What follows belongs to an exercise in optimizing a design on an open flow for small area, a short achievable clock period and few clock cycles; a production flow would make more cautious choices.
The RTL was checked by simulation tests, not by an equivalence proof against the original design.
Power is estimated from default activity; no workload was simulated.

== raven ==
==> flow/design.v <==
`timescale 1ns / 10ps
module MU0 ( Addr, Dout, Halted, Rd, Wr, cc, fetch, regC, Clk, Din,
     Reset, srcC );
output  Halted, Rd, Wr, fetch;
input  Clk, Reset;
output [11:0]  Addr;
output [1:0]  cc;
output [15:0]  Dout;
output [15:0]  regC;
input [15:0]  Din;
input [1:0]  srcC;
reg  [15:0] ir;       
reg  [15:0] acc;      
reg  [11:0] pc;       
reg         dec;      
reg         pend;     
reg         sub;      
reg         lda;      
reg         halt;
reg         z;        
wire n = acc[15];
wire [2:0] op = ir[14:12];
wire mem_op = ~op[2];
wire is_sta = mem_op & ~op[1] & op[0];
wire is_jmp = op[2] & ~(op[1] & op[0]);
wire is_stp = &op;
wire taken = is_jmp & (~(op[1] | op[0]) | (op[0] & ~n) | (op[1] & ~z));
wire halted = halt | (dec & is_stp);
wire fet = ~halt & (~dec | is_jmp);
wire use_s = dec & (mem_op | taken);
assign Addr = use_s ? ir[11:0] : pc;
wire [11:0] ic;
assign ic[0] = Addr[0];
genvar j;
generate for (j = 1; j < 12; j = j + 1) begin : inc
  assign ic[j] = ic[j-1] & Addr[j];
end endgenerate
wire inv_d = dec & mem_op & op[1] & op[0];
always @(posedge Clk)
  ir <= Din ^ {16{inv_d}};
always @(posedge Clk or posedge Reset)
  if (Reset) begin
    pc <= 12'd0;
    dec <= 1'b0;
    pend <= 1'b0;
    sub <= 1'b0;
    halt <= 1'b0;
  end else begin
    if (fet) pc <= Addr ^ {ic[10:0], 1'b1};
    dec <= fet;
    pend <= dec & mem_op & ~is_sta;
    sub <= inv_d;
    halt <= halted;
  end
always @(posedge Clk or posedge Reset)
  if (Reset) lda <= 1'b1;
  else       lda <= dec & mem_op & ~op[1] & ~op[0];
wire [15:0] x = acc & {16{~lda}};
wire [15:0] y = ir & {16{pend}};
wire [16:0] c;
wire [15:0] g = x & y;
wire [15:0] p = x ^ y;
assign c[0] = sub;
genvar i;
generate for (i = 0; i < 16; i = i + 1) begin : add
  assign c[i+1] = g[i] | (p[i] & c[i]);
end endgenerate
wire [15:0] sum = p ^ c[15:0];
wire zero = ~|sum;
always @(posedge Clk) begin
  acc <= sum;
  z <= zero;
end
assign Dout = acc;
assign Wr = dec & is_sta;
assign Rd = ~Wr;
assign fetch = fet;
assign Halted = halted;
assign cc = {n, z};
MU0_regc rc (.regC(regC), .acc(acc), .pc(pc), .n(n), .z(z), .srcC(srcC));
endmodule
module MU0_regc (regC, acc, pc, n, z, srcC);
output [15:0] regC;
input  [15:0] acc;
input  [11:0] pc;
input         n, z;
input  [1:0]  srcC;
wire [15:0] m = srcC[0] ? {4'd0, pc} : acc;
assign regC = srcC[1] ? {14'd0, n, z} : m;
endmodule
export LEC_CHECK = 0
export CAP_MARGIN = 20
export CORE_MARGIN = 2
export CORE_UTILIZATION = 40
export SLEW_MARGIN = 20
create_clock -name core_clock -period 9.0 [get_ports {Clk}]
standard.sh (not shown) runs the stock make flow with config.mk's settings and CLKGATE_MAP_FILE= SYNTH_SCRIPT=/design/flow/synth_recipe.tcl, a recipe that flattens the netlist after the stock synthesis.
==> flow/flow/run.sh <==
#!/bin/bash
# Layout flow: the standard flow (standard.sh) with
#  - synthesis mapped by flow/abc.script (area-oriented ABC mapping), no
#    full/half-adder cell extraction, and the regC multiplexer (MU0_regc)
#    mapped on its own before the design is flattened,
#  - sky130_fd_sc_hd__buf_1 as the port buffer cell, sized up by repair,
#  - repair_timing aiming at a setup slack of 4.75 ns (a period of 4.25 ns),
#  - 60% core utilization,
#  - clock tree synthesis without dummy load cells.
# The whole make output goes to flow.log in the work folder; ORFS's own
# per-step logs are under orfs/logs/.
set -euo pipefail
W=$(pwd)
F=$W/flow
export MY_ABC_SCRIPT=$F/abc.script
export MY_ABC_DONTUSE="sky130_fd_sc_hd__maj3_1 sky130_fd_sc_hd__maj3_2 sky130_fd_sc_hd__maj3_4"
bash "$W/standard.sh" \
  SYNTH_SCRIPT="$F/synth.tcl" \
  ADDER_MAP_FILE= \
  SYNTH_KEEP_MODULES=MU0_regc \
  CORE_UTILIZATION=60 \
  "CTS_ARGS=-sink_clustering_enable -repair_clock_nets -dont_use_dummy_load" \
  SETUP_SLACK_MARGIN=4.75 \
  "BUFFER_PORTS_ARGS=-buffer_cell sky130_fd_sc_hd__buf_1" \
  finish > "$W/flow.log" 2>&1
==> flow/flow/abc.script <==
strash
&get -n
&dch -f
&nf -D 3000
&put
topo
stime -c
==> flow/flow/synth.tcl <==
proc synth {args} { yosys synth -nofsm -noshare {*}$args }
proc abc {args} {
  set i [lsearch $args -script]
  if {$i >= 0} { set args [lreplace $args $i [expr {$i+1}] -script $::env(MY_ABC_SCRIPT)] }
  if {[info exists ::env(MY_ABC_DONTUSE)]} {
    foreach c $::env(MY_ABC_DONTUSE) { lappend args -dont_use $c }
  }
  yosys abc {*}$args
}
source $::env(SCRIPTS_DIR)/synth.tcl
# left out here: clear keep_hierarchy, flatten, clean up, hide names made inside functions, write 1_2_yosys.v
Testbench counts of raven, summed over its fixed seeds: cycles 48,860.
[inputs] juniper vs raven
--- a/flow/flow/run.sh
+++ b/flow/flow/run.sh
@@ -5,5 +5,6 @@
 #    mapped on its own before the design is flattened,
 #  - sky130_fd_sc_hd__buf_1 as the port buffer cell, sized up by repair,
-#  - repair_timing aiming at a setup slack of 4.75 ns (a period of 4.25 ns),
+#  - repair_timing aiming at a setup slack of 4.8 ns (a period of 4.2 ns),
+#    by resizing cells only,
 #  - 60% core utilization,
 #  - clock tree synthesis without dummy load cells.
@@ -21,5 +22,6 @@
   CORE_UTILIZATION=60 \
   "CTS_ARGS=-sink_clustering_enable -repair_clock_nets -dont_use_dummy_load" \
-  SETUP_SLACK_MARGIN=4.75 \
+  SETUP_SLACK_MARGIN=4.8 \
+  SETUP_MOVE_SEQUENCE=sizeup \
   "BUFFER_PORTS_ARGS=-buffer_cell sky130_fd_sc_hd__buf_1" \
   finish > "$W/flow.log" 2>&1
Results
Taking raven as the reference, in juniper non-clock buffer count now smaller; wire length now smaller; final worst slack now larger; leakage component of the power comparable. Re sum of overflow across all layers after global routing: no difference whatsoever between juniper and raven. Wire length of the first global-routing pass: juniper vs raven down 3.1%. Relative to raven, the power measured on juniper has decreased slightly.
The following lists how nickel was set up differently from juniper:
--- a/flow/flow/run.sh
+++ b/flow/flow/run.sh
@@ -5,8 +5,6 @@
 #    mapped on its own before the design is flattened,
 #  - sky130_fd_sc_hd__buf_1 as the port buffer cell, sized up by repair,
-#  - repair_timing aiming at a setup slack of 4.8 ns (a period of 4.2 ns),
-#    by resizing cells only,
-#  - 60% core utilization,
-#  - clock tree synthesis without dummy load cells.
+#  - repair_timing aiming at a setup slack of 4.75 ns (a period of 4.25 ns),
+#  - 60% core utilization.
 # The whole make output goes to flow.log in the work folder; ORFS's own
 # per-step logs are under orfs/logs/.
@@ -21,7 +19,5 @@
   SYNTH_KEEP_MODULES=MU0_regc \
   CORE_UTILIZATION=60 \
-  "CTS_ARGS=-sink_clustering_enable -repair_clock_nets -dont_use_dummy_load" \
-  SETUP_SLACK_MARGIN=4.8 \
-  SETUP_MOVE_SEQUENCE=sizeup \
+  SETUP_SLACK_MARGIN=4.75 \
   "BUFFER_PORTS_ARGS=-buffer_cell sky130_fd_sc_hd__buf_1" \
   finish > "$W/flow.log" 2>&1
### Flow results
juniper -> nickel: total placed instance area flat. The standard cells in nickel occupy more silicon area than those in juniper do. The final reports for nickel and juniper show count of clock-buffer cells in the layout higher in the former. Pre-CTS setup slack: nickel > juniper. Relative to juniper, the HPWL after detailed placement measured on nickel has increased by a few percent. Status: synthesized cell count parity (juniper, nickel). [compare] base=juniper new=nickel: met1 wire length climbed about 5%; global-route wire length before repair grew by 6.4%; utilization higher. Taking juniper as the reference point, the setup slack of nickel falls by 0.063 ns.

========
before:
MU0, a different RTL version from the one above (not shown whole).
For scale: ~50 flip-flops, ~70 I/O pins, ~2600 sq um of cells after synthesis.
Settings: LEC_CHECK=0, CAP_MARGIN=20, CORE_MARGIN=2, CORE_UTILIZATION=40, SLEW_MARGIN=20; clock period 9.0 ns.
==> flow/flow/run.sh <==
#!/bin/bash
# Layout flow: the standard flow (standard.sh) with
#  - synthesis mapped by flow/abc.script (area-oriented ABC mapping), no
#    full/half-adder cell extraction, and the regC multiplexer (MU0_regc)
#    mapped on its own before the design is flattened,
#  - sky130_fd_sc_hd__buf_1 as the port buffer cell, sized up by repair,
#  - repair_timing aiming at a setup margin of SETUP_MARGIN ns.
# The whole make output goes to flow.log in the work folder; ORFS's own
# per-step logs are under orfs/logs/.
set -euo pipefail
W=$(pwd)
F=$W/flow
export MY_ABC_SCRIPT=$F/abc.script
export MY_ABC_DONTUSE="sky130_fd_sc_hd__maj3_1 sky130_fd_sc_hd__maj3_2 sky130_fd_sc_hd__maj3_4"
bash "$W/standard.sh" \
  SYNTH_SCRIPT="$F/synth.tcl" \
  ADDER_MAP_FILE= \
  SYNTH_KEEP_MODULES=MU0_regc \
  SETUP_SLACK_MARGIN=4.7 \
  "BUFFER_PORTS_ARGS=-buffer_cell sky130_fd_sc_hd__buf_1" \
  finish > "$W/flow.log" 2>&1
Scripts as last shown in full above: flow/flow/abc.script, flow/flow/synth.tcl
Testbench counts of before, summed over its fixed seeds: cycles 48,860.
## Diff of input files: after against before
--- a/flow/flow/run.sh
+++ b/flow/flow/run.sh
@@ -5,5 +5,8 @@
 #    mapped on its own before the design is flattened,
 #  - sky130_fd_sc_hd__buf_1 as the port buffer cell, sized up by repair,
-#  - repair_timing aiming at a setup margin of SETUP_MARGIN ns.
+#  - repair_timing aiming at a setup slack of 4.8 ns (a period of 4.2 ns),
+#    by resizing cells only,
+#  - 60% core utilization,
+#  - clock tree synthesis without dummy load cells.
 # The whole make output goes to flow.log in the work folder; ORFS's own
 # per-step logs are under orfs/logs/.
@@ -17,5 +20,8 @@
   ADDER_MAP_FILE= \
   SYNTH_KEEP_MODULES=MU0_regc \
-  SETUP_SLACK_MARGIN=4.7 \
+  CORE_UTILIZATION=60 \
+  "CTS_ARGS=-sink_clustering_enable -repair_clock_nets -dont_use_dummy_load" \
+  SETUP_SLACK_MARGIN=4.8 \
+  SETUP_MOVE_SEQUENCE=sizeup \
   "BUFFER_PORTS_ARGS=-buffer_cell sky130_fd_sc_hd__buf_1" \
   finish > "$W/flow.log" 2>&1
Notes after the runs:
- On clock slew at the register clock pins of the worst setup and hold paths, after and before are basically level.
- Summary of after over before: area fraction of clock buffers and clock inverters has decreased; fmax now larger; floorplan die height lower; post-synthesis sequential element count now sits at about the same level; sequential power neither gained nor lost much.
- Count of plain and timing-repair buffers sits lower in after than in before.
- For before, the cell at the slowest stage of the critical path was o21ai_0, unlike after, where it was buf_1.
- after vs before: routed via count up in after

re-timing with driven ports:
The results above use ideal ports. As a check the final layouts listed here were re-extracted and re-timed, cells and wires unchanged. Step 1 assumes that a clkbuf_16 drives the clock port and a buf_2 every other input. Step 2 times the ports against the registers' clock, not the clock port: input delays grow and output delays shrink by t, the midpoint of the rising clock arrivals with the driver on. Slacks: ideal / step 1 / step 2; pairs: ideal / step 1.
run | t, ns | setup slack, ns | worst setup path after step 2 | worst register clock-pin slew, ns
raven | 0.320 | 4.797 / 4.769 / 4.769 | input to output | 0.09 / 0.09
juniper | 0.333 | 4.849 / 4.794 / 4.794 | input to output | 0.10 / 0.10
nickel | 0.331 | 4.786 / 4.763 / 4.763 | input to output | 0.10 / 0.10
before | 0.339 | 4.730 / 4.680 / 4.680 | input to output | 0.09 / 0.09
after | 0.326 | 4.853 / 4.792 / 4.792 | input to output | 0.10 / 0.10
After both steps every run listed still meets setup and hold. The setup slack of after, which loses most, moves by -0.061 ns with the drivers and by -0.061 ns with both steps.
